Background: an optimization exercise with open tools, aiming at small area and a short achievable clock period. Do not read the settings as production practice. At most, simulation tests tie the RTL to the original design; equivalence was not proved. Only the layout flow was run in run 2; the RTL was not checked for function there.

==> flow/design.v, too long to show whole: its modules and the start of the top module <==
// module iir_fa: 4 lines
// module iir_ha: 4 lines
// module iir_gp: 4 lines
// module iir_g: 3 lines
// module iir_gpn: 4 lines
// module iir_gn: 3 lines
// module iir_gpi: 4 lines
// module iir_gi: 3 lines
// module iir_nor: 3 lines
// module iir_nand: 3 lines
// module iir_andn: 3 lines
// module iir_gpa: 4 lines
// module iir_ga: 3 lines
// module iir_mj: 3 lines
// module iir_mx: 3 lines
// module iir_fg: 6 lines
// module iir_an: 3 lines
// module iir_xo: 3 lines
// module iir_xn: 3 lines
// module iir_or: 3 lines
// module pipelined_iir: 11361 lines
module pipelined_iir(clk, reset, x, y);
  // ...
==> flow/flow/run.sh <==
#!/bin/bash
set -euo pipefail
export SETUP_SLACK_MARGIN=16
bash standard.sh MATCH_CELL_FOOTPRINT=0 IO_CONSTRAINTS=$PWD/flow/io.tcl finish > standard.log 2>&1
==> flow/flow/io.tcl <==
# data pins in one ordered group on the bottom edge: y[i] next to the x bits that feed it most
set_io_pin_constraint -group -order -region bottom:* -pin_names {x[0] x[1] x[2] x[3] x[4] x[5] x[6] x[7] x[8] x[9] x[10] y[0] x[11] y[1] x[12] y[2] x[13] y[3] x[14] y[4] x[15] y[5] x[16] y[6] x[17] y[7] x[18] y[8] x[19] y[9] x[20] y[10] x[21] y[11] x[22] y[12] x[23] y[13] x[24] y[14] x[25] y[15] x[26] y[16] x[27] y[17] x[28] y[18] x[29] y[19] x[30] y[20] x[31] y[21] y[22] y[23] y[24] y[25] y[26] y[27] y[28] y[29] y[30] y[31]}
==> flow/standard.sh <==
#!/bin/bash
# synth_recipe.tcl (not shown) runs the flow's synth.tcl, then flattens the netlist and writes it again
# the make line also repeats each setting of config.mk as NAME=value (left out here)
make -C /OpenROAD-flow-scripts/flow DESIGN_CONFIG=/design/flow/config.mk WORK_HOME=/design/flow/orfs CLKGATE_MAP_FILE= SYNTH_SCRIPT=/design/flow/synth_recipe.tcl "${@:-finish}"
==> flow/config.mk <==
export PLATFORM = sky130hd
export DESIGN_NAME = pipelined_iir
export DESIGN_NICKNAME = pipelined_iir
export VERILOG_FILES = /design/flow/design.v
export SDC_FILE = /design/flow/constraint.sdc
export NUM_CORES = 8
export LEC_CHECK = 0
export CAP_MARGIN = 40
export CORE_MARGIN = 2
export CORE_UTILIZATION = 60
export PLACE_DENSITY = 0.8
export SLEW_MARGIN = 40
export SYNTH_HIERARCHICAL = 1
export SYNTH_MINIMUM_KEEP_SIZE = 0
export TNS_END_PERCENT = 0
==> flow/constraint.sdc <==
create_clock -name core_clock -period 32.0 [get_ports {clk}]
set_input_delay 6.4000 -clock core_clock [delete_from_list [all_inputs] [get_ports {clk}]]
set_output_delay 6.4000 -clock core_clock [all_outputs]
set_load 0.01 [all_outputs]
==> results.cfg, run 1 <==
[synthesis]
netlist_top_cells_count = 4,635 x fa_1, 1,935 x inv_1, 829 x dfxtp_1, 788 x ha_1, 549 x nand2_1
synth_cells = 11400
synth_top_family_by_area = adder cells
synth_seq_cells = 829
synth-adder-area-share = 0.710
synth_edf_count = 0
synth_flop_cell = dfxtp_1
syn_avg_cell_area_um2 = 13.0

[grt]
globalRouteMet1Util = 0.558
gr-usage-met3 = 0.262
grt_pass1_vias = 114000
grt_start_max_net_pins = 122
grt_util_met2 = 0.696

[drt]
wl_met1_mm = 179
drt_pass1_iterations = 12
vias = 101000

[sta]
slew_headroom = 0.268
min_period_ns = 16.52
setup_viol = 0

[worst_setup_path]
crit_top_cell = xor2_1
arrival_ns = 10.12
critPathMaxFanout = 8
reg2reg_to = w3[59]$_DFF_P_
max_stage_delay_ns = 0.36

[cells_and_area]
drive_gt1_frac = 0.140
postLayoutCoreUtil = 0.667
num-multi-input-gates = 8558
buffer_area_frac = 0.0332
largest_cell_class = multi-input gates
fin_area_um2 = 164000
buffers = 620

[status]
status = timing/DRC/antenna clean

[placement]
place_congestion = 1.09

[cts]
clkTransAtPathRegs_ns = 0.06
postCtsSetupRepairBufs = 58
cts.sinks = 829
cts.hold.buffers_added = 0

[min_path]
min_path_cells = 1
hold_end = w6[2]$_DFF_P_
==> run 2, diff against run 1 <==
--- a/flow/design.v
+++ b/flow/design.v
@@ -9632,80 +9632,80 @@
   wire n14372 = ~n14184;
   wire n14373, n14374; iir_ha un14373 (.a(n14372), .b(n14185), .s(n14373), .co(n14374));
   wire n14375 = ~n13313;
   wire n14376, n14377; iir_fa un14376 (.a(n14375), .b(n14186), .c(n14187), .s(n14376), .co(n14377));
   wire n14378 = ~n14190;
   wire n14379, n14380; iir_ha un14379 (.a(n14378), .b(n14188), .s(n14379), .co(n14380));
   wire n14381 = ~n14191;
   wire n14382, n14383; iir_ha un14382 (.a(n14381), .b(n14193), .s(n14382), .co(n14383));
-  wire n14384, n14385; iir_ha un14384 (.a(n14195), .b(1'b0), .s(n14384), .co(n14385));
-  wire n14386, n14387; iir_ha un14386 (.a(n14196), .b(n14198), .s(n14386), .co(n14387));
-  wire n14388, n14389; iir_ha un14388 (.a(n14199), .b(~n14201), .s(n14388), .co(n14389));
-  wire n14390, n14391; iir_ha un14390 (.a(~n14202), .b(~n14204), .s(n14390), .co(n14391));
-  wire n14392, n14393; iir_ha un14392 (.a(~n14205), .b(n14206), .s(n14392), .co(n14393));
-  wire n14394, n14395; iir_ha un14394 (.a(n14207), .b(n14209), .s(n14394), .co(n14395));
-  wire n14396, n14397; iir_ha un14396 (.a(n14210), .b(n14211), .s(n14396), .co(n14397));
-  wire n14398, n14399; iir_ha un14398 (.a(n14212), .b(n14214), .s(n14398), .co(n14399));
-  wire n14400, n14401; iir_ha un14400 (.a(n14215), .b(n14217), .s(n14400), .co(n14401));
-  wire n14402, n14403; iir_ha un14402 (.a(n14218), .b(~n14220), .s(n14402), .co(n14403));
-  wire n14404, n14405; iir_ha un14404 (.a(~n14221), .b(~n14223), .s(n14404), .co(n14405));
-  wire n14406, n14407; iir_ha un14406 (.a(~n14224), .b(n14226), .s(n14406), .co(n14407));
-  wire n14408, n14409; iir_ha un14408 (.a(n14227), .b(n14229), .s(n14408), .co(n14409));
-  wire n14410, n14411; iir_ha un14410 (.a(n14230), .b(n14232), .s(n14410), .co(n14411));
-  wire n14412, n14413; iir_ha un14412 (.a(n14233), .b(n14235), .s(n14412), .co(n14413));
-  wire n14414, n14415; iir_ha un14414 (.a(n14236), .b(n14238), .s(n14414), .co(n14415));
-  wire n14416, n14417; iir_ha un14416 (.a(n14239), .b(n14241), .s(n14416), .co(n14417));
-  wire n14418, n14419; iir_ha un14418 (.a(n14242), .b(n14244), .s(n14418), .co(n14419));
-  wire n14420, n14421; iir_ha un14420 (.a(n14245), .b(n14247), .s(n14420), .co(n14421));
-  wire n14422, n14423; iir_ha un14422 (.a(n14248), .b(~n14250), .s(n14422), .co(n14423));
-  wire n14424, n14425; iir_ha un14424 (.a(~n14251), .b(~n14253), .s(n14424), .co(n14425));
-  wire n14426, n14427; iir_ha un14426 (.a(~n14254), .b(n14256), .s(n14426), .co(n14427));
-  wire n14428, n14429; iir_ha un14428 (.a(n14257), .b(~n14259), .s(n14428), .co(n14429));
-  wire n14430, n14431; iir_ha un14430 (.a(~n14260), .b(n14262), .s(n14430), .co(n14431));
-  wire n14432, n14433; iir_ha un14432 (.a(n14263), .b(n14265), .s(n14432), .co(n14433));
-  wire n14434, n14435; iir_ha un14434 (.a(n14266), .b(~n14268), .s(n14434), .co(n14435));
-  wire n14436, n14437; iir_ha un14436 (.a(~n14269), .b(n14271), .s(n14436), .co(n14437));
-  wire n14438, n14439; iir_ha un14438 (.a(n14272), .b(n14274), .s(n14438), .co(n14439));
-  wire n14440, n14441; iir_ha un14440 (.a(n14275), .b(n14277), .s(n14440), .co(n14441));
-  wire n14442, n14443; iir_ha un14442 (.a(n14278), .b(n14280), .s(n14442), .co(n14443));
-  wire n14444, n14445; iir_ha un14444 (.a(n14281), .b(n14283), .s(n14444), .co(n14445));
-  wire n14446, n14447; iir_ha un14446 (.a(n14284), .b(n14286), .s(n14446), .co(n14447));
-  wire n14448, n14449; iir_ha un14448 (.a(n14287), .b(n14289), .s(n14448), .co(n14449));
-  wire n14450, n14451; iir_ha un14450 (.a(n14290), .b(n14292), .s(n14450), .co(n14451));
-  wire n14452, n14453; iir_ha un14452 (.a(n14293), .b(n14295), .s(n14452), .co(n14453));
-  wire n14454, n14455; iir_ha un14454 (.a(n14296), .b(n14298), .s(n14454), .co(n14455));
-  wire n14456, n14457; iir_ha un14456 (.a(n14299), .b(n14301), .s(n14456), .co(n14457));
-  wire n14458, n14459; iir_ha un14458 (.a(n14302), .b(n14304), .s(n14458), .co(n14459));
-  wire n14460, n14461; iir_ha un14460 (.a(n14305), .b(n14307), .s(n14460), .co(n14461));
-  wire n14462, n14463; iir_ha un14462 (.a(n14308), .b(n14310), .s(n14462), .co(n14463));
-  wire n14464, n14465; iir_ha un14464 (.a(n14311), .b(n14313), .s(n14464), .co(n14465));
-  wire n14466, n14467; iir_ha un14466 (.a(n14314), .b(n14316), .s(n14466), .co(n14467));
-  wire n14468, n14469; iir_ha un14468 (.a(n14317), .b(n14319), .s(n14468), .co(n14469));
-  wire n14470, n14471; iir_ha un14470 (.a(n14320), .b(n14322), .s(n14470), .co(n14471));
-  wire n14472, n14473; iir_ha un14472 (.a(n14323), .b(n14325), .s(n14472), .co(n14473));
-  wire n14474, n14475; iir_ha un14474 (.a(n14326), .b(~n14328), .s(n14474), .co(n14475));
-  wire n14476, n14477; iir_ha un14476 (.a(~n14329), .b(n14331), .s(n14476), .co(n14477));
-  wire n14478, n14479; iir_ha un14478 (.a(n14332), .b(~n14334), .s(n14478), .co(n14479));
-  wire n14480, n14481; iir_ha un14480 (.a(~n14335), .b(~n14337), .s(n14480), .co(n14481));
-  wire n14482, n14483; iir_ha un14482 (.a(~n14338), .b(n14340), .s(n14482), .co(n14483));
-  wire n14484, n14485; iir_ha un14484 (.a(n14341), .b(~n14343), .s(n14484), .co(n14485));
-  wire n14486, n14487; iir_ha un14486 (.a(~n14344), .b(~n14346), .s(n14486), .co(n14487));
-  wire n14488, n14489; iir_ha un14488 (.a(~n14347), .b(n14349), .s(n14488), .co(n14489));
-  wire n14490, n14491; iir_ha un14490 (.a(n14350), .b(n14352), .s(n14490), .co(n14491));
-  wire n14492, n14493; iir_ha un14492 (.a(n14353), .b(n14355), .s(n14492), .co(n14493));
-  wire n14494, n14495; iir_ha un14494 (.a(n14356), .b(n14358), .s(n14494), .co(n14495));
-  wire n14496, n14497; iir_ha un14496 (.a(~n14361), .b(n14359), .s(n14496), .co(n14497));
-  wire n14498, n14499; iir_ha un14498 (.a(~n14364), .b(~n14362), .s(n14498), .co(n14499));
-  wire n14500, n14501; iir_ha un14500 (.a(n14367), .b(~n14365), .s(n14500), .co(n14501));
-  wire n14502, n14503; iir_ha un14502 (.a(n14368), .b(n14370), .s(n14502), .co(n14503));
-  wire n14504, n14505; iir_ha un14504 (.a(n14373), .b(n14371), .s(n14504), .co(n14505));
-  wire n14506, n14507; iir_ha un14506 (.a(n14376), .b(n14374), .s(n14506), .co(n14507));
-  wire n14508, n14509; iir_ha un14508 (.a(n14379), .b(n14377), .s(n14508), .co(n14509));
-  wire n14510, n14511; iir_ha un14510 (.a(n14382), .b(n14380), .s(n14510), .co(n14511));
+  wire n14384, n14385; iir_xo un14384 (.a(n14195), .b(1'b0), .y(n14384)); iir_an vn14384 (.a(n14195), .b(1'b0), .y(n14385));
+  wire n14386, n14387; iir_xo un14386 (.a(n14196), .b(n14198), .y(n14386)); iir_an vn14386 (.a(n14196), .b(n14198), .y(n14387));
+  wire n14388, n14389; iir_xo un14388 (.a(n14199), .b(~n14201), .y(n14388)); iir_an vn14388 (.a(n14199), .b(~n14201), .y(n14389));
+  wire n14390, n14391; iir_xo un14390 (.a(~n14202), .b(~n14204), .y(n14390)); iir_an vn14390 (.a(~n14202), .b(~n14204), .y(n14391));
+  wire n14392, n14393; iir_xo un14392 (.a(~n14205), .b(n14206), .y(n14392)); iir_an vn14392 (.a(~n14205), .b(n14206), .y(n14393));
+  wire n14394, n14395; iir_xo un14394 (.a(n14207), .b(n14209), .y(n14394)); iir_an vn14394 (.a(n14207), .b(n14209), .y(n14395));
+  wire n14396, n14397; iir_xo un14396 (.a(n14210), .b(n14211), .y(n14396)); iir_an vn14396 (.a(n14210), .b(n14211), .y(n14397));
+  wire n14398, n14399; iir_xo un14398 (.a(n14212), .b(n14214), .y(n14398)); iir_an vn14398 (.a(n14212), .b(n14214), .y(n14399));
+  wire n14400, n14401; iir_xo un14400 (.a(n14215), .b(n14217), .y(n14400)); iir_an vn14400 (.a(n14215), .b(n14217), .y(n14401));
+  wire n14402, n14403; iir_xo un14402 (.a(n14218), .b(~n14220), .y(n14402)); iir_an vn14402 (.a(n14218), .b(~n14220), .y(n14403));
+  wire n14404, n14405; iir_xo un14404 (.a(~n14221), .b(~n14223), .y(n14404)); iir_an vn14404 (.a(~n14221), .b(~n14223), .y(n14405));
+  wire n14406, n14407; iir_xo un14406 (.a(~n14224), .b(n14226), .y(n14406)); iir_an vn14406 (.a(~n14224), .b(n14226), .y(n14407));
+  wire n14408, n14409; iir_xo un14408 (.a(n14227), .b(n14229), .y(n14408)); iir_an vn14408 (.a(n14227), .b(n14229), .y(n14409));
+  wire n14410, n14411; iir_xo un14410 (.a(n14230), .b(n14232), .y(n14410)); iir_an vn14410 (.a(n14230), .b(n14232), .y(n14411));
+  wire n14412, n14413; iir_xo un14412 (.a(n14233), .b(n14235), .y(n14412)); iir_an vn14412 (.a(n14233), .b(n14235), .y(n14413));
+  wire n14414, n14415; iir_xo un14414 (.a(n14236), .b(n14238), .y(n14414)); iir_an vn14414 (.a(n14236), .b(n14238), .y(n14415));
+  wire n14416, n14417; iir_xo un14416 (.a(n14239), .b(n14241), .y(n14416)); iir_an vn14416 (.a(n14239), .b(n14241), .y(n14417));
+  wire n14418, n14419; iir_xo un14418 (.a(n14242), .b(n14244), .y(n14418)); iir_an vn14418 (.a(n14242), .b(n14244), .y(n14419));
+  wire n14420, n14421; iir_xo un14420 (.a(n14245), .b(n14247), .y(n14420)); iir_an vn14420 (.a(n14245), .b(n14247), .y(n14421));
+  wire n14422, n14423; iir_xo un14422 (.a(n14248), .b(~n14250), .y(n14422)); iir_an vn14422 (.a(n14248), .b(~n14250), .y(n14423));
+  wire n14424, n14425; iir_xo un14424 (.a(~n14251), .b(~n14253), .y(n14424)); iir_an vn14424 (.a(~n14251), .b(~n14253), .y(n14425));
+  wire n14426, n14427; iir_xo un14426 (.a(~n14254), .b(n14256), .y(n14426)); iir_an vn14426 (.a(~n14254), .b(n14256), .y(n14427));
+  wire n14428, n14429; iir_xo un14428 (.a(n14257), .b(~n14259), .y(n14428)); iir_an vn14428 (.a(n14257), .b(~n14259), .y(n14429));
+  wire n14430, n14431; iir_xo un14430 (.a(~n14260), .b(n14262), .y(n14430)); iir_an vn14430 (.a(~n14260), .b(n14262), .y(n14431));
+  wire n14432, n14433; iir_xo un14432 (.a(n14263), .b(n14265), .y(n14432)); iir_an vn14432 (.a(n14263), .b(n14265), .y(n14433));
+  wire n14434, n14435; iir_xo un14434 (.a(n14266), .b(~n14268), .y(n14434)); iir_an vn14434 (.a(n14266), .b(~n14268), .y(n14435));
+  wire n14436, n14437; iir_xo un14436 (.a(~n14269), .b(n14271), .y(n14436)); iir_an vn14436 (.a(~n14269), .b(n14271), .y(n14437));
+  wire n14438, n14439; iir_xo un14438 (.a(n14272), .b(n14274), .y(n14438)); iir_an vn14438 (.a(n14272), .b(n14274), .y(n14439));
+  wire n14440, n14441; iir_xo un14440 (.a(n14275), .b(n14277), .y(n14440)); iir_an vn14440 (.a(n14275), .b(n14277), .y(n14441));
+  wire n14442, n14443; iir_xo un14442 (.a(n14278), .b(n14280), .y(n14442)); iir_an vn14442 (.a(n14278), .b(n14280), .y(n14443));
+  wire n14444, n14445; iir_xo un14444 (.a(n14281), .b(n14283), .y(n14444)); iir_an vn14444 (.a(n14281), .b(n14283), .y(n14445));
+  wire n14446, n14447; iir_xo un14446 (.a(n14284), .b(n14286), .y(n14446)); iir_an vn14446 (.a(n14284), .b(n14286), .y(n14447));
+  wire n14448, n14449; iir_xo un14448 (.a(n14287), .b(n14289), .y(n14448)); iir_an vn14448 (.a(n14287), .b(n14289), .y(n14449));
+  wire n14450, n14451; iir_xo un14450 (.a(n14290), .b(n14292), .y(n14450)); iir_an vn14450 (.a(n14290), .b(n14292), .y(n14451));
+  wire n14452, n14453; iir_xo un14452 (.a(n14293), .b(n14295), .y(n14452)); iir_an vn14452 (.a(n14293), .b(n14295), .y(n14453));
+  wire n14454, n14455; iir_xo un14454 (.a(n14296), .b(n14298), .y(n14454)); iir_an vn14454 (.a(n14296), .b(n14298), .y(n14455));
+  wire n14456, n14457; iir_xo un14456 (.a(n14299), .b(n14301), .y(n14456)); iir_an vn14456 (.a(n14299), .b(n14301), .y(n14457));
+  wire n14458, n14459; iir_xo un14458 (.a(n14302), .b(n14304), .y(n14458)); iir_an vn14458 (.a(n14302), .b(n14304), .y(n14459));
+  wire n14460, n14461; iir_xo un14460 (.a(n14305), .b(n14307), .y(n14460)); iir_an vn14460 (.a(n14305), .b(n14307), .y(n14461));
+  wire n14462, n14463; iir_xo un14462 (.a(n14308), .b(n14310), .y(n14462)); iir_an vn14462 (.a(n14308), .b(n14310), .y(n14463));
+  wire n14464, n14465; iir_xo un14464 (.a(n14311), .b(n14313), .y(n14464)); iir_an vn14464 (.a(n14311), .b(n14313), .y(n14465));
+  wire n14466, n14467; iir_xo un14466 (.a(n14314), .b(n14316), .y(n14466)); iir_an vn14466 (.a(n14314), .b(n14316), .y(n14467));
+  wire n14468, n14469; iir_xo un14468 (.a(n14317), .b(n14319), .y(n14468)); iir_an vn14468 (.a(n14317), .b(n14319), .y(n14469));
+  wire n14470, n14471; iir_xo un14470 (.a(n14320), .b(n14322), .y(n14470)); iir_an vn14470 (.a(n14320), .b(n14322), .y(n14471));
+  wire n14472, n14473; iir_xo un14472 (.a(n14323), .b(n14325), .y(n14472)); iir_an vn14472 (.a(n14323), .b(n14325), .y(n14473));
+  wire n14474, n14475; iir_xo un14474 (.a(n14326), .b(~n14328), .y(n14474)); iir_an vn14474 (.a(n14326), .b(~n14328), .y(n14475));
+  wire n14476, n14477; iir_xo un14476 (.a(~n14329), .b(n14331), .y(n14476)); iir_an vn14476 (.a(~n14329), .b(n14331), .y(n14477));
+  wire n14478, n14479; iir_xo un14478 (.a(n14332), .b(~n14334), .y(n14478)); iir_an vn14478 (.a(n14332), .b(~n14334), .y(n14479));
+  wire n14480, n14481; iir_xo un14480 (.a(~n14335), .b(~n14337), .y(n14480)); iir_an vn14480 (.a(~n14335), .b(~n14337), .y(n14481));
+  wire n14482, n14483; iir_xo un14482 (.a(~n14338), .b(n14340), .y(n14482)); iir_an vn14482 (.a(~n14338), .b(n14340), .y(n14483));
+  wire n14484, n14485; iir_xo un14484 (.a(n14341), .b(~n14343), .y(n14484)); iir_an vn14484 (.a(n14341), .b(~n14343), .y(n14485));
+  wire n14486, n14487; iir_xo un14486 (.a(~n14344), .b(~n14346), .y(n14486)); iir_an vn14486 (.a(~n14344), .b(~n14346), .y(n14487));
+  wire n14488, n14489; iir_xo un14488 (.a(~n14347), .b(n14349), .y(n14488)); iir_an vn14488 (.a(~n14347), .b(n14349), .y(n14489));
+  wire n14490, n14491; iir_xo un14490 (.a(n14350), .b(n14352), .y(n14490)); iir_an vn14490 (.a(n14350), .b(n14352), .y(n14491));
+  wire n14492, n14493; iir_xo un14492 (.a(n14353), .b(n14355), .y(n14492)); iir_an vn14492 (.a(n14353), .b(n14355), .y(n14493));
+  wire n14494, n14495; iir_xo un14494 (.a(n14356), .b(n14358), .y(n14494)); iir_an vn14494 (.a(n14356), .b(n14358), .y(n14495));
+  wire n14496, n14497; iir_xo un14496 (.a(~n14361), .b(n14359), .y(n14496)); iir_an vn14496 (.a(~n14361), .b(n14359), .y(n14497));
+  wire n14498, n14499; iir_xo un14498 (.a(~n14364), .b(~n14362), .y(n14498)); iir_an vn14498 (.a(~n14364), .b(~n14362), .y(n14499));
+  wire n14500, n14501; iir_xo un14500 (.a(n14367), .b(~n14365), .y(n14500)); iir_an vn14500 (.a(n14367), .b(~n14365), .y(n14501));
+  wire n14502, n14503; iir_xo un14502 (.a(n14368), .b(n14370), .y(n14502)); iir_an vn14502 (.a(n14368), .b(n14370), .y(n14503));
+  wire n14504, n14505; iir_xo un14504 (.a(n14373), .b(n14371), .y(n14504)); iir_an vn14504 (.a(n14373), .b(n14371), .y(n14505));
+  wire n14506, n14507; iir_xo un14506 (.a(n14376), .b(n14374), .y(n14506)); iir_an vn14506 (.a(n14376), .b(n14374), .y(n14507));
+  wire n14508, n14509; iir_xo un14508 (.a(n14379), .b(n14377), .y(n14508)); iir_an vn14508 (.a(n14379), .b(n14377), .y(n14509));
+  wire n14510, n14511; iir_xo un14510 (.a(n14382), .b(n14380), .y(n14510)); iir_an vn14510 (.a(n14382), .b(n14380), .y(n14511));
   wire n14512; iir_gn un14512 (.gh(n14387), .ph(n14386), .gl(n14385), .g(n14512));
   wire n14513, n14514; iir_gpn un14513 (.gh(n14391), .ph(n14390), .gl(n14389), .pl(n14388), .g(n14513), .p(n14514));
   wire n14515, n14516; iir_gpn un14515 (.gh(n14395), .ph(n14394), .gl(n14393), .pl(n14392), .g(n14515), .p(n14516));
   wire n14517, n14518; iir_gpn un14517 (.gh(n14399), .ph(n14398), .gl(n14397), .pl(n14396), .g(n14517), .p(n14518));
   wire n14519, n14520; iir_gpn un14519 (.gh(n14403), .ph(n14402), .gl(n14401), .pl(n14400), .g(n14519), .p(n14520));
   wire n14521, n14522; iir_gpn un14521 (.gh(n14407), .ph(n14406), .gl(n14405), .pl(n14404), .g(n14521), .p(n14522));
   wire n14523, n14524; iir_gpn un14523 (.gh(n14411), .ph(n14410), .gl(n14409), .pl(n14408), .g(n14523), .p(n14524));
   wire n14525, n14526; iir_gpn un14525 (.gh(n14415), .ph(n14414), .gl(n14413), .pl(n14412), .g(n14525), .p(n14526));
@@ -10220,80 +10220,80 @@
   wire n15403 = ~x[31];
   wire n15404, n15405; iir_fg un15404 (.a(n15403), .b(n15310), .c(n15311), .s(n15404), .co(n15405));
   wire n15406, n15407; iir_fg un15406 (.a(s1[48]), .b(x[29]), .c(n15312), .s(n15406), .co(n15407));
   wire n15408, n15409; iir_ha un15408 (.a(s1[49]), .b(x[30]), .s(n15408), .co(n15409));
   wire n15410 = ~s1[50];
   wire n15411, n15412; iir_xn un15411 (.a(n15410), .b(x[31]), .y(n15411)); iir_or vn15411 (.a(n15410), .b(x[31]), .y(n15412));
   wire [63:0] ta = {s1[63], s1[62], s1[61], s1[60], s1[59], s1[58], s1[57], s1[56], s1[55], s1[54], s1[53], s1[52], s1[51], n15409, n15408, n15405, n15402, n15400, n15397, n15394, n15392, n15391, n15388, n15386, n15384, n15382, n15380, n15378, n15376, n15374, n15372, n15370, n15368, n15366, n15364, n15362, n15360, n15358, n15356, n15354, n15352, n15350, n15348, n15346, n15344, n15342, n15340, n15338, n15336, n15334, n15332, n15330, n15328, n15326, n15324, n15322, n15320, n15318, n15316, n15314, n15313, s1[2], s1[1], s1[0]};
   wire [63:0] tb = {1'b0, 1'b0, 1'b0, 1'b0, 1'b0, 1'b0, 1'b0, 1'b0, 1'b0, 1'b0, 1'b0, 1'b0, ~n15412, ~n15411, n15407, n15406, n15404, n15401, n15399, n15396, n15393, n15390, n15389, n15387, n15385, n15383, n15381, n15379, n15377, n15375, n15373, n15371, n15369, n15367, n15365, n15363, n15361, n15359, n15357, n15355, n15353, n15351, n15349, n15347, n15345, n15343, n15341, n15339, n15337, n15335, n15333, n15331, n15329, n15327, n15325, n15323, n15321, n15319, n15317, n15315, 1'b0, x[1], x[0], 1'b0};
-  wire n115413, n115414; iir_ha un115413 (.a(ta[0]), .b(tb[0]), .s(n115413), .co(n115414));
-  wire n115415, n115416; iir_ha un115415 (.a(ta[1]), .b(tb[1]), .s(n115415), .co(n115416));
-  wire n115417, n115418; iir_ha un115417 (.a(ta[2]), .b(tb[2]), .s(n115417), .co(n115418));
-  wire n115419, n115420; iir_ha un115419 (.a(ta[3]), .b(tb[3]), .s(n115419), .co(n115420));
-  wire n115421, n115422; iir_ha un115421 (.a(ta[4]), .b(tb[4]), .s(n115421), .co(n115422));
-  wire n115423, n115424; iir_ha un115423 (.a(ta[5]), .b(tb[5]), .s(n115423), .co(n115424));
-  wire n115425, n115426; iir_ha un115425 (.a(ta[6]), .b(tb[6]), .s(n115425), .co(n115426));
-  wire n115427, n115428; iir_ha un115427 (.a(ta[7]), .b(tb[7]), .s(n115427), .co(n115428));
-  wire n115429, n115430; iir_ha un115429 (.a(ta[8]), .b(tb[8]), .s(n115429), .co(n115430));
-  wire n115431, n115432; iir_ha un115431 (.a(ta[9]), .b(tb[9]), .s(n115431), .co(n115432));
-  wire n115433, n115434; iir_ha un115433 (.a(ta[10]), .b(tb[10]), .s(n115433), .co(n115434));
-  wire n115435, n115436; iir_ha un115435 (.a(ta[11]), .b(tb[11]), .s(n115435), .co(n115436));
-  wire n115437, n115438; iir_ha un115437 (.a(ta[12]), .b(tb[12]), .s(n115437), .co(n115438));
-  wire n115439, n115440; iir_ha un115439 (.a(ta[13]), .b(tb[13]), .s(n115439), .co(n115440));
-  wire n115441, n115442; iir_ha un115441 (.a(ta[14]), .b(tb[14]), .s(n115441), .co(n115442));
-  wire n115443, n115444; iir_ha un115443 (.a(ta[15]), .b(tb[15]), .s(n115443), .co(n115444));
-  wire n115445, n115446; iir_ha un115445 (.a(ta[16]), .b(tb[16]), .s(n115445), .co(n115446));
-  wire n115447, n115448; iir_ha un115447 (.a(ta[17]), .b(tb[17]), .s(n115447), .co(n115448));
-  wire n115449, n115450; iir_ha un115449 (.a(ta[18]), .b(tb[18]), .s(n115449), .co(n115450));
-  wire n115451, n115452; iir_ha un115451 (.a(ta[19]), .b(tb[19]), .s(n115451), .co(n115452));
-  wire n115453, n115454; iir_ha un115453 (.a(ta[20]), .b(tb[20]), .s(n115453), .co(n115454));
-  wire n115455, n115456; iir_ha un115455 (.a(ta[21]), .b(tb[21]), .s(n115455), .co(n115456));
-  wire n115457, n115458; iir_ha un115457 (.a(ta[22]), .b(tb[22]), .s(n115457), .co(n115458));
-  wire n115459, n115460; iir_ha un115459 (.a(ta[23]), .b(tb[23]), .s(n115459), .co(n115460));
-  wire n115461, n115462; iir_ha un115461 (.a(ta[24]), .b(tb[24]), .s(n115461), .co(n115462));
-  wire n115463, n115464; iir_ha un115463 (.a(ta[25]), .b(tb[25]), .s(n115463), .co(n115464));
-  wire n115465, n115466; iir_ha un115465 (.a(ta[26]), .b(tb[26]), .s(n115465), .co(n115466));
-  wire n115467, n115468; iir_ha un115467 (.a(ta[27]), .b(tb[27]), .s(n115467), .co(n115468));
-  wire n115469, n115470; iir_ha un115469 (.a(ta[28]), .b(tb[28]), .s(n115469), .co(n115470));
-  wire n115471, n115472; iir_ha un115471 (.a(ta[29]), .b(tb[29]), .s(n115471), .co(n115472));
-  wire n115473, n115474; iir_ha un115473 (.a(ta[30]), .b(tb[30]), .s(n115473), .co(n115474));
-  wire n115475, n115476; iir_ha un115475 (.a(ta[31]), .b(tb[31]), .s(n115475), .co(n115476));
-  wire n115477, n115478; iir_ha un115477 (.a(ta[32]), .b(tb[32]), .s(n115477), .co(n115478));
-  wire n115479, n115480; iir_ha un115479 (.a(ta[33]), .b(tb[33]), .s(n115479), .co(n115480));
-  wire n115481, n115482; iir_ha un115481 (.a(ta[34]), .b(tb[34]), .s(n115481), .co(n115482));
-  wire n115483, n115484; iir_ha un115483 (.a(ta[35]), .b(tb[35]), .s(n115483), .co(n115484));
-  wire n115485, n115486; iir_ha un115485 (.a(ta[36]), .b(tb[36]), .s(n115485), .co(n115486));
-  wire n115487, n115488; iir_ha un115487 (.a(ta[37]), .b(tb[37]), .s(n115487), .co(n115488));
-  wire n115489, n115490; iir_ha un115489 (.a(ta[38]), .b(tb[38]), .s(n115489), .co(n115490));
-  wire n115491, n115492; iir_ha un115491 (.a(ta[39]), .b(tb[39]), .s(n115491), .co(n115492));
-  wire n115493, n115494; iir_ha un115493 (.a(ta[40]), .b(tb[40]), .s(n115493), .co(n115494));
-  wire n115495, n115496; iir_ha un115495 (.a(ta[41]), .b(tb[41]), .s(n115495), .co(n115496));
-  wire n115497, n115498; iir_ha un115497 (.a(ta[42]), .b(tb[42]), .s(n115497), .co(n115498));
-  wire n115499, n115500; iir_ha un115499 (.a(ta[43]), .b(tb[43]), .s(n115499), .co(n115500));
-  wire n115501, n115502; iir_ha un115501 (.a(ta[44]), .b(tb[44]), .s(n115501), .co(n115502));
-  wire n115503, n115504; iir_ha un115503 (.a(ta[45]), .b(tb[45]), .s(n115503), .co(n115504));
-  wire n115505, n115506; iir_ha un115505 (.a(ta[46]), .b(tb[46]), .s(n115505), .co(n115506));
-  wire n115507, n115508; iir_ha un115507 (.a(ta[47]), .b(tb[47]), .s(n115507), .co(n115508));
-  wire n115509, n115510; iir_ha un115509 (.a(ta[48]), .b(tb[48]), .s(n115509), .co(n115510));
-  wire n115511, n115512; iir_ha un115511 (.a(ta[49]), .b(tb[49]), .s(n115511), .co(n115512));
-  wire n115513, n115514; iir_ha un115513 (.a(ta[50]), .b(tb[50]), .s(n115513), .co(n115514));
-  wire n115515, n115516; iir_ha un115515 (.a(ta[51]), .b(tb[51]), .s(n115515), .co(n115516));
-  wire n115517, n115518; iir_ha un115517 (.a(ta[52]), .b(tb[52]), .s(n115517), .co(n115518));
-  wire n115519, n115520; iir_ha un115519 (.a(ta[53]), .b(tb[53]), .s(n115519), .co(n115520));
-  wire n115521, n115522; iir_ha un115521 (.a(ta[54]), .b(tb[54]), .s(n115521), .co(n115522));
-  wire n115523, n115524; iir_ha un115523 (.a(ta[55]), .b(tb[55]), .s(n115523), .co(n115524));
-  wire n115525, n115526; iir_ha un115525 (.a(ta[56]), .b(tb[56]), .s(n115525), .co(n115526));
-  wire n115527, n115528; iir_ha un115527 (.a(ta[57]), .b(tb[57]), .s(n115527), .co(n115528));
-  wire n115529, n115530; iir_ha un115529 (.a(ta[58]), .b(tb[58]), .s(n115529), .co(n115530));
-  wire n115531, n115532; iir_ha un115531 (.a(ta[59]), .b(tb[59]), .s(n115531), .co(n115532));
-  wire n115533, n115534; iir_ha un115533 (.a(ta[60]), .b(tb[60]), .s(n115533), .co(n115534));
-  wire n115535, n115536; iir_ha un115535 (.a(ta[61]), .b(tb[61]), .s(n115535), .co(n115536));
-  wire n115537, n115538; iir_ha un115537 (.a(ta[62]), .b(tb[62]), .s(n115537), .co(n115538));
-  wire n115539, n115540; iir_ha un115539 (.a(ta[63]), .b(tb[63]), .s(n115539), .co(n115540));
+  wire n115413, n115414; iir_xo un115413 (.a(ta[0]), .b(tb[0]), .y(n115413)); iir_an vn115413 (.a(ta[0]), .b(tb[0]), .y(n115414));
+  wire n115415, n115416; iir_xo un115415 (.a(ta[1]), .b(tb[1]), .y(n115415)); iir_an vn115415 (.a(ta[1]), .b(tb[1]), .y(n115416));
+  wire n115417, n115418; iir_xo un115417 (.a(ta[2]), .b(tb[2]), .y(n115417)); iir_an vn115417 (.a(ta[2]), .b(tb[2]), .y(n115418));
+  wire n115419, n115420; iir_xo un115419 (.a(ta[3]), .b(tb[3]), .y(n115419)); iir_an vn115419 (.a(ta[3]), .b(tb[3]), .y(n115420));
+  wire n115421, n115422; iir_xo un115421 (.a(ta[4]), .b(tb[4]), .y(n115421)); iir_an vn115421 (.a(ta[4]), .b(tb[4]), .y(n115422));
+  wire n115423, n115424; iir_xo un115423 (.a(ta[5]), .b(tb[5]), .y(n115423)); iir_an vn115423 (.a(ta[5]), .b(tb[5]), .y(n115424));
+  wire n115425, n115426; iir_xo un115425 (.a(ta[6]), .b(tb[6]), .y(n115425)); iir_an vn115425 (.a(ta[6]), .b(tb[6]), .y(n115426));
+  wire n115427, n115428; iir_xo un115427 (.a(ta[7]), .b(tb[7]), .y(n115427)); iir_an vn115427 (.a(ta[7]), .b(tb[7]), .y(n115428));
+  wire n115429, n115430; iir_xo un115429 (.a(ta[8]), .b(tb[8]), .y(n115429)); iir_an vn115429 (.a(ta[8]), .b(tb[8]), .y(n115430));
+  wire n115431, n115432; iir_xo un115431 (.a(ta[9]), .b(tb[9]), .y(n115431)); iir_an vn115431 (.a(ta[9]), .b(tb[9]), .y(n115432));
+  wire n115433, n115434; iir_xo un115433 (.a(ta[10]), .b(tb[10]), .y(n115433)); iir_an vn115433 (.a(ta[10]), .b(tb[10]), .y(n115434));
+  wire n115435, n115436; iir_xo un115435 (.a(ta[11]), .b(tb[11]), .y(n115435)); iir_an vn115435 (.a(ta[11]), .b(tb[11]), .y(n115436));
+  wire n115437, n115438; iir_xo un115437 (.a(ta[12]), .b(tb[12]), .y(n115437)); iir_an vn115437 (.a(ta[12]), .b(tb[12]), .y(n115438));
+  wire n115439, n115440; iir_xo un115439 (.a(ta[13]), .b(tb[13]), .y(n115439)); iir_an vn115439 (.a(ta[13]), .b(tb[13]), .y(n115440));
+  wire n115441, n115442; iir_xo un115441 (.a(ta[14]), .b(tb[14]), .y(n115441)); iir_an vn115441 (.a(ta[14]), .b(tb[14]), .y(n115442));
+  wire n115443, n115444; iir_xo un115443 (.a(ta[15]), .b(tb[15]), .y(n115443)); iir_an vn115443 (.a(ta[15]), .b(tb[15]), .y(n115444));
+  wire n115445, n115446; iir_xo un115445 (.a(ta[16]), .b(tb[16]), .y(n115445)); iir_an vn115445 (.a(ta[16]), .b(tb[16]), .y(n115446));
+  wire n115447, n115448; iir_xo un115447 (.a(ta[17]), .b(tb[17]), .y(n115447)); iir_an vn115447 (.a(ta[17]), .b(tb[17]), .y(n115448));
+  wire n115449, n115450; iir_xo un115449 (.a(ta[18]), .b(tb[18]), .y(n115449)); iir_an vn115449 (.a(ta[18]), .b(tb[18]), .y(n115450));
+  wire n115451, n115452; iir_xo un115451 (.a(ta[19]), .b(tb[19]), .y(n115451)); iir_an vn115451 (.a(ta[19]), .b(tb[19]), .y(n115452));
+  wire n115453, n115454; iir_xo un115453 (.a(ta[20]), .b(tb[20]), .y(n115453)); iir_an vn115453 (.a(ta[20]), .b(tb[20]), .y(n115454));
+  wire n115455, n115456; iir_xo un115455 (.a(ta[21]), .b(tb[21]), .y(n115455)); iir_an vn115455 (.a(ta[21]), .b(tb[21]), .y(n115456));
+  wire n115457, n115458; iir_xo un115457 (.a(ta[22]), .b(tb[22]), .y(n115457)); iir_an vn115457 (.a(ta[22]), .b(tb[22]), .y(n115458));
+  wire n115459, n115460; iir_xo un115459 (.a(ta[23]), .b(tb[23]), .y(n115459)); iir_an vn115459 (.a(ta[23]), .b(tb[23]), .y(n115460));
+  wire n115461, n115462; iir_xo un115461 (.a(ta[24]), .b(tb[24]), .y(n115461)); iir_an vn115461 (.a(ta[24]), .b(tb[24]), .y(n115462));
+  wire n115463, n115464; iir_xo un115463 (.a(ta[25]), .b(tb[25]), .y(n115463)); iir_an vn115463 (.a(ta[25]), .b(tb[25]), .y(n115464));
+  wire n115465, n115466; iir_xo un115465 (.a(ta[26]), .b(tb[26]), .y(n115465)); iir_an vn115465 (.a(ta[26]), .b(tb[26]), .y(n115466));
+  wire n115467, n115468; iir_xo un115467 (.a(ta[27]), .b(tb[27]), .y(n115467)); iir_an vn115467 (.a(ta[27]), .b(tb[27]), .y(n115468));
+  wire n115469, n115470; iir_xo un115469 (.a(ta[28]), .b(tb[28]), .y(n115469)); iir_an vn115469 (.a(ta[28]), .b(tb[28]), .y(n115470));
+  wire n115471, n115472; iir_xo un115471 (.a(ta[29]), .b(tb[29]), .y(n115471)); iir_an vn115471 (.a(ta[29]), .b(tb[29]), .y(n115472));
+  wire n115473, n115474; iir_xo un115473 (.a(ta[30]), .b(tb[30]), .y(n115473)); iir_an vn115473 (.a(ta[30]), .b(tb[30]), .y(n115474));
+  wire n115475, n115476; iir_xo un115475 (.a(ta[31]), .b(tb[31]), .y(n115475)); iir_an vn115475 (.a(ta[31]), .b(tb[31]), .y(n115476));
+  wire n115477, n115478; iir_xo un115477 (.a(ta[32]), .b(tb[32]), .y(n115477)); iir_an vn115477 (.a(ta[32]), .b(tb[32]), .y(n115478));
+  wire n115479, n115480; iir_xo un115479 (.a(ta[33]), .b(tb[33]), .y(n115479)); iir_an vn115479 (.a(ta[33]), .b(tb[33]), .y(n115480));
+  wire n115481, n115482; iir_xo un115481 (.a(ta[34]), .b(tb[34]), .y(n115481)); iir_an vn115481 (.a(ta[34]), .b(tb[34]), .y(n115482));
+  wire n115483, n115484; iir_xo un115483 (.a(ta[35]), .b(tb[35]), .y(n115483)); iir_an vn115483 (.a(ta[35]), .b(tb[35]), .y(n115484));
+  wire n115485, n115486; iir_xo un115485 (.a(ta[36]), .b(tb[36]), .y(n115485)); iir_an vn115485 (.a(ta[36]), .b(tb[36]), .y(n115486));
+  wire n115487, n115488; iir_xo un115487 (.a(ta[37]), .b(tb[37]), .y(n115487)); iir_an vn115487 (.a(ta[37]), .b(tb[37]), .y(n115488));
+  wire n115489, n115490; iir_xo un115489 (.a(ta[38]), .b(tb[38]), .y(n115489)); iir_an vn115489 (.a(ta[38]), .b(tb[38]), .y(n115490));
+  wire n115491, n115492; iir_xo un115491 (.a(ta[39]), .b(tb[39]), .y(n115491)); iir_an vn115491 (.a(ta[39]), .b(tb[39]), .y(n115492));
+  wire n115493, n115494; iir_xo un115493 (.a(ta[40]), .b(tb[40]), .y(n115493)); iir_an vn115493 (.a(ta[40]), .b(tb[40]), .y(n115494));
+  wire n115495, n115496; iir_xo un115495 (.a(ta[41]), .b(tb[41]), .y(n115495)); iir_an vn115495 (.a(ta[41]), .b(tb[41]), .y(n115496));
+  wire n115497, n115498; iir_xo un115497 (.a(ta[42]), .b(tb[42]), .y(n115497)); iir_an vn115497 (.a(ta[42]), .b(tb[42]), .y(n115498));
+  wire n115499, n115500; iir_xo un115499 (.a(ta[43]), .b(tb[43]), .y(n115499)); iir_an vn115499 (.a(ta[43]), .b(tb[43]), .y(n115500));
+  wire n115501, n115502; iir_xo un115501 (.a(ta[44]), .b(tb[44]), .y(n115501)); iir_an vn115501 (.a(ta[44]), .b(tb[44]), .y(n115502));
+  wire n115503, n115504; iir_xo un115503 (.a(ta[45]), .b(tb[45]), .y(n115503)); iir_an vn115503 (.a(ta[45]), .b(tb[45]), .y(n115504));
+  wire n115505, n115506; iir_xo un115505 (.a(ta[46]), .b(tb[46]), .y(n115505)); iir_an vn115505 (.a(ta[46]), .b(tb[46]), .y(n115506));
+  wire n115507, n115508; iir_xo un115507 (.a(ta[47]), .b(tb[47]), .y(n115507)); iir_an vn115507 (.a(ta[47]), .b(tb[47]), .y(n115508));
+  wire n115509, n115510; iir_xo un115509 (.a(ta[48]), .b(tb[48]), .y(n115509)); iir_an vn115509 (.a(ta[48]), .b(tb[48]), .y(n115510));
+  wire n115511, n115512; iir_xo un115511 (.a(ta[49]), .b(tb[49]), .y(n115511)); iir_an vn115511 (.a(ta[49]), .b(tb[49]), .y(n115512));
+  wire n115513, n115514; iir_xo un115513 (.a(ta[50]), .b(tb[50]), .y(n115513)); iir_an vn115513 (.a(ta[50]), .b(tb[50]), .y(n115514));
+  wire n115515, n115516; iir_xo un115515 (.a(ta[51]), .b(tb[51]), .y(n115515)); iir_an vn115515 (.a(ta[51]), .b(tb[51]), .y(n115516));
+  wire n115517, n115518; iir_xo un115517 (.a(ta[52]), .b(tb[52]), .y(n115517)); iir_an vn115517 (.a(ta[52]), .b(tb[52]), .y(n115518));
+  wire n115519, n115520; iir_xo un115519 (.a(ta[53]), .b(tb[53]), .y(n115519)); iir_an vn115519 (.a(ta[53]), .b(tb[53]), .y(n115520));
+  wire n115521, n115522; iir_xo un115521 (.a(ta[54]), .b(tb[54]), .y(n115521)); iir_an vn115521 (.a(ta[54]), .b(tb[54]), .y(n115522));
+  wire n115523, n115524; iir_xo un115523 (.a(ta[55]), .b(tb[55]), .y(n115523)); iir_an vn115523 (.a(ta[55]), .b(tb[55]), .y(n115524));
+  wire n115525, n115526; iir_xo un115525 (.a(ta[56]), .b(tb[56]), .y(n115525)); iir_an vn115525 (.a(ta[56]), .b(tb[56]), .y(n115526));
+  wire n115527, n115528; iir_xo un115527 (.a(ta[57]), .b(tb[57]), .y(n115527)); iir_an vn115527 (.a(ta[57]), .b(tb[57]), .y(n115528));
+  wire n115529, n115530; iir_xo un115529 (.a(ta[58]), .b(tb[58]), .y(n115529)); iir_an vn115529 (.a(ta[58]), .b(tb[58]), .y(n115530));
+  wire n115531, n115532; iir_xo un115531 (.a(ta[59]), .b(tb[59]), .y(n115531)); iir_an vn115531 (.a(ta[59]), .b(tb[59]), .y(n115532));
+  wire n115533, n115534; iir_xo un115533 (.a(ta[60]), .b(tb[60]), .y(n115533)); iir_an vn115533 (.a(ta[60]), .b(tb[60]), .y(n115534));
+  wire n115535, n115536; iir_xo un115535 (.a(ta[61]), .b(tb[61]), .y(n115535)); iir_an vn115535 (.a(ta[61]), .b(tb[61]), .y(n115536));
+  wire n115537, n115538; iir_xo un115537 (.a(ta[62]), .b(tb[62]), .y(n115537)); iir_an vn115537 (.a(ta[62]), .b(tb[62]), .y(n115538));
+  wire n115539, n115540; iir_xo un115539 (.a(ta[63]), .b(tb[63]), .y(n115539)); iir_an vn115539 (.a(ta[63]), .b(tb[63]), .y(n115540));
   wire n115541; iir_gn un115541 (.gh(n115416), .ph(n115415), .gl(n115414), .g(n115541));
   wire n115542, n115543; iir_gpn un115542 (.gh(n115420), .ph(n115419), .gl(n115418), .pl(n115417), .g(n115542), .p(n115543));
   wire n115544, n115545; iir_gpn un115544 (.gh(n115424), .ph(n115423), .gl(n115422), .pl(n115421), .g(n115544), .p(n115545));
   wire n115546, n115547; iir_gpn un115546 (.gh(n115428), .ph(n115427), .gl(n115426), .pl(n115425), .g(n115546), .p(n115547));
   wire n115548, n115549; iir_gpn un115548 (.gh(n115432), .ph(n115431), .gl(n115430), .pl(n115429), .g(n115548), .p(n115549));
   wire n115550, n115551; iir_gpn un115550 (.gh(n115436), .ph(n115435), .gl(n115434), .pl(n115433), .g(n115550), .p(n115551));
   wire n115552, n115553; iir_gpn un115552 (.gh(n115440), .ph(n115439), .gl(n115438), .pl(n115437), .g(n115552), .p(n115553));
   wire n115554, n115555; iir_gpn un115554 (.gh(n115444), .ph(n115443), .gl(n115442), .pl(n115441), .g(n115554), .p(n115555));
==> flow/flow/run.sh (replaced) <==
#!/bin/bash
set -euo pipefail
export SETUP_SLACK_MARGIN=16
bash standard.sh MATCH_CELL_FOOTPRINT=0 IO_CONSTRAINTS=$PWD/flow/io.tcl  finish > standard.log 2>&1
==> run 2 against run 1 <==
Critical path type unchanged. First-iteration DRC count is 2.0% lower. Cell area is 0.61% higher. Fmax is 0.44% lower. Hold slack better by 0.0042 ns. Core utilization is 0.35 points higher.
==> results.cfg, run 2 <==
[status]
status = timing/DRC/antenna clean

[sta]
setup_viol = 0
fin_skew_ns = 0.0550
hold_violations = 0
tns_ns = 0
tightest_slew_ns = 1.02
fmax_mhz = 60.3
rsz0062_at_grt = yes
slew_headroom = 0.319
fin_crit_sh = 0.518
min_period_ns = 16.59
slew_violations = 0

[cts]
ctsRootBufferMaster = clkbuf_16
cts.hold.buffers_added = 0
cts_max_level = 3
clock_path_buffers = 3
numCtsBuffers = 114
tritoncts = yes
cts.sinks = 829
insertion_delay_ns = 0.89
clkTransAtPathRegs_ns = 0.06

[worst_setup_path]
critPathMaxFanout = 12
crit_start = x[24]
required_ns = 25.60
arrival_ns = 10.19
ff2ff_path_depth = 43
r2r_start = qr[9]$_SDFF_PP0_
cp-end-kind = output port
start_kind = input port
critical_path_class = in2out

[synthesis]
syn_avg_cell_area_um2 = 12.9
synth_edf_count = 0
ys_seq_area_frac = 0.112
yosys.area.top_type = fa_1
synth_flop_cell = dfxtp_1
synth_cells = 11500
yosysWarnings = 7
syn-cell-area_um2 = 148000
netlist_top_cells_area = fa_1 63%, dfxtp_1 11%, ha_1 5.6%, inv_1 4.9%, xor2_1 3.9%
synth_top_area_frac = 0.626
synthArstFlopShare = 0
yosysMostFrequentCell = fa_1
netlist_top_cells_count = 4,635 x fa_1, 1,939 x inv_1, 829 x dfxtp_1, 663 x xor2_1, 660 x ha_1
synth.distinct_cells = 88
synth_seq_cells = 829

[grt]
grt_use_total = 0.515
grt_pass1_vias = 114000
grt_first_pass_wirelength_mm = 867
grt_start_max_net_pins = 90
grt-ovfl-total = 0
antenna_found_initial = 49

[drt]
drc = 0
wl_per_cell_um = 39.5
drt_iter0_markers = 11700
vias = 102000
drt-total-wl_mm = 616
postRouteAntennaNets = 0
viasPerCell = 6.53
drt_pass1_iterations = 12

[placement]
port_buffers = 65
place_congestion = 1.07
dpl.hpwl_mm = 456

[floorplan]
die_area_um2 = 251000
pin_count = 66
rows = 182
fp.dieW_um = 501
coreArea_um2 = 246000
die_y_um = 501
initial_utilization = 0.603

[cells_and_area]
final_common_cell = fa_1
fill_cells = 17500
drive_gt1_frac = 0.143
area_growth_pct = 11.2
postLayoutCoreUtil = 0.671
final_cell_mix = 4,631 x fa_1, 1,913 x inv_1, 795 x dfxtp_1, 659 x ha_1, 544 x buf_4
fin_nets = 17600

[min_path]
min_path_cells = 1
hp-class = reg2reg
hp-start = w6[1]$_DFF_P_

[job]
drv_cap = 0
==> run 2: cell types whose count changed after synthesis, sizes merged, moves of 5 or more <==
cell    delta
ha       -128
xor2     +127
nand2b     -5
a21oi      -8
buf        +5
o21a       +5
o21ai      -5
clkbuf     -5
and2     +123
==> run 2: per-module statistics from Yosys, one instance, submodules excluded, excerpt <==
module	cells	flip-flops and latches	copies in the design
iir_xo	1	0	554
pipelined_iir	4233	829	1
iir_ga	1	0	3
iir_an	1	0	126
iir_or	1	0	56
iir_xn	1	0	48
iir_gi	1	0	53
iir_nand	1	0	354
==> run 2: kinds of logic (layout without fill, tap and decap cells) <==
logic type	after synthesis	after routing	share of synthesized area
adder cells (fa/ha/maj)	5501	5501	0.698
buffers and inverters	1985	2811	0.0514
AND/OR/NAND/NOR	1519	1519	0.0482
XOR/XNOR	858	858	0.0507
flip-flops	829	829	0.112
AO/OA/AOI/OAI	788	789	0.0398
other	1	72	0.0000253
==> run 2: what timing repair did <==
item | in CTS | in global routing
endpoints found under the hold margin | 0 | 0
endpoints found under the setup margin | 55 | 42
buffers inserted | 98 | 24
gates cloned | 12 | 2
resized for setup | 318 | 50
pin swaps | 97 | 42
==> run 2: path summary, 6_finish.rpt <==
path                                        to  slack [ns]
worst max-delay path                     y[29]       15.41
worst min-delay path             w5[1]$_DFF_P_        0.37
worst max register to register  w2[59]$_DFF_P_       15.61
worst min register to register   w5[1]$_DFF_P_        0.37
==> run 2: final cells by class <==
| cell class | instances | area (µm²) | area share |
|---|---|---|---|
| clock buffers | 145 | 3190 | 0.0194 |
| well taps | 3220 | 4030 | 0.0245 |
| flip-flops and latches | 829 | 16700 | 0.101 |
| multi-input cells | 8695 | 127000 | 0.769 |
| diodes | 44 | 110 | 0.000668 |
| repair buffers | 660 | 5740 | 0.0349 |
| clock inverters | 67 | 962 | 0.00584 |
| inverters | 1939 | 7290 | 0.0443 |
==> run 2: stage by stage <==
| stage | cell area, µm² | instances | setup slack [ns] | hold WS [ns] |
|---|---|---|---|---|
| after global placement | 157000 | 15200 | 13.42 | 0.350 |
| after global routing | 165000 | 15600 | 15.31 | 0.381 |
| final | 165000 | 15600 | 15.41 | 0.367 |
| after detailed placement | 158000 | 15200 | 13.41 | 0.356 |
| after floorplan | 148000 | 11500 | 15.98 | 0.343 |
| after CTS | 164000 | 15500 | 15.60 | 0.370 |
==> run 2: worst max-delay path, cell delays in order <==
cell and delay [ns]:
clkbuf_4 0.18, buf_12 0.18, maj3_2 0.33, xor2_1 0.17
xor2_1 0.26, xor2_1 0.25, xor2_1 0.36, maj3_2 0.33
xor2_2 0.19, nand2_2 0.15, o21ai_4 0.22, a21oi_4 0.11
buf_6 0.13, o21ai_4 0.21, a21oi_4 0.10, o21ai_4 0.13
xor2_2 0.25, buf_2 0.19
==> run 2: layer usage <==
metal,wire length (µm),vias up,track usage
li1,-,36100,-
met1,185000,53200,0.573
met2,255000,8696,0.711
met3,98800,3717,0.273
met4,76000,61,0.461
met5,1130,-,0.0282

re-timing with driven ports:
How much do the figures lean on ideal ports? The routed layouts below were timed once more, with nothing changed but the port constraints.
Step 1 assumes that a clkbuf_16 drives the clock port and a buf_2 every other input.
Step 2, shift: input delay + t, output delay - t, t = (earliest + latest rising clock arrival at the registers) / 2. This alone moves slack from input paths to output paths.
Slacks: ideal / step 1 / step 2; pairs: ideal / step 1.
| run | t, ns | setup WS [ns] | worst slew at a driven data input, ns |
|---|---|---|---|
| run 1 | 0.957 | 15.485 / 15.452 / 15.452 | 0.10 |
| run 2 | 0.971 | 15.412 / 15.386 / 15.386 | 0.09 |
After both steps setup and hold are still met in every run listed. For run 1, which loses most, drivers alone change the setup slack by -0.033 ns; drivers and shift together by -0.033 ns.
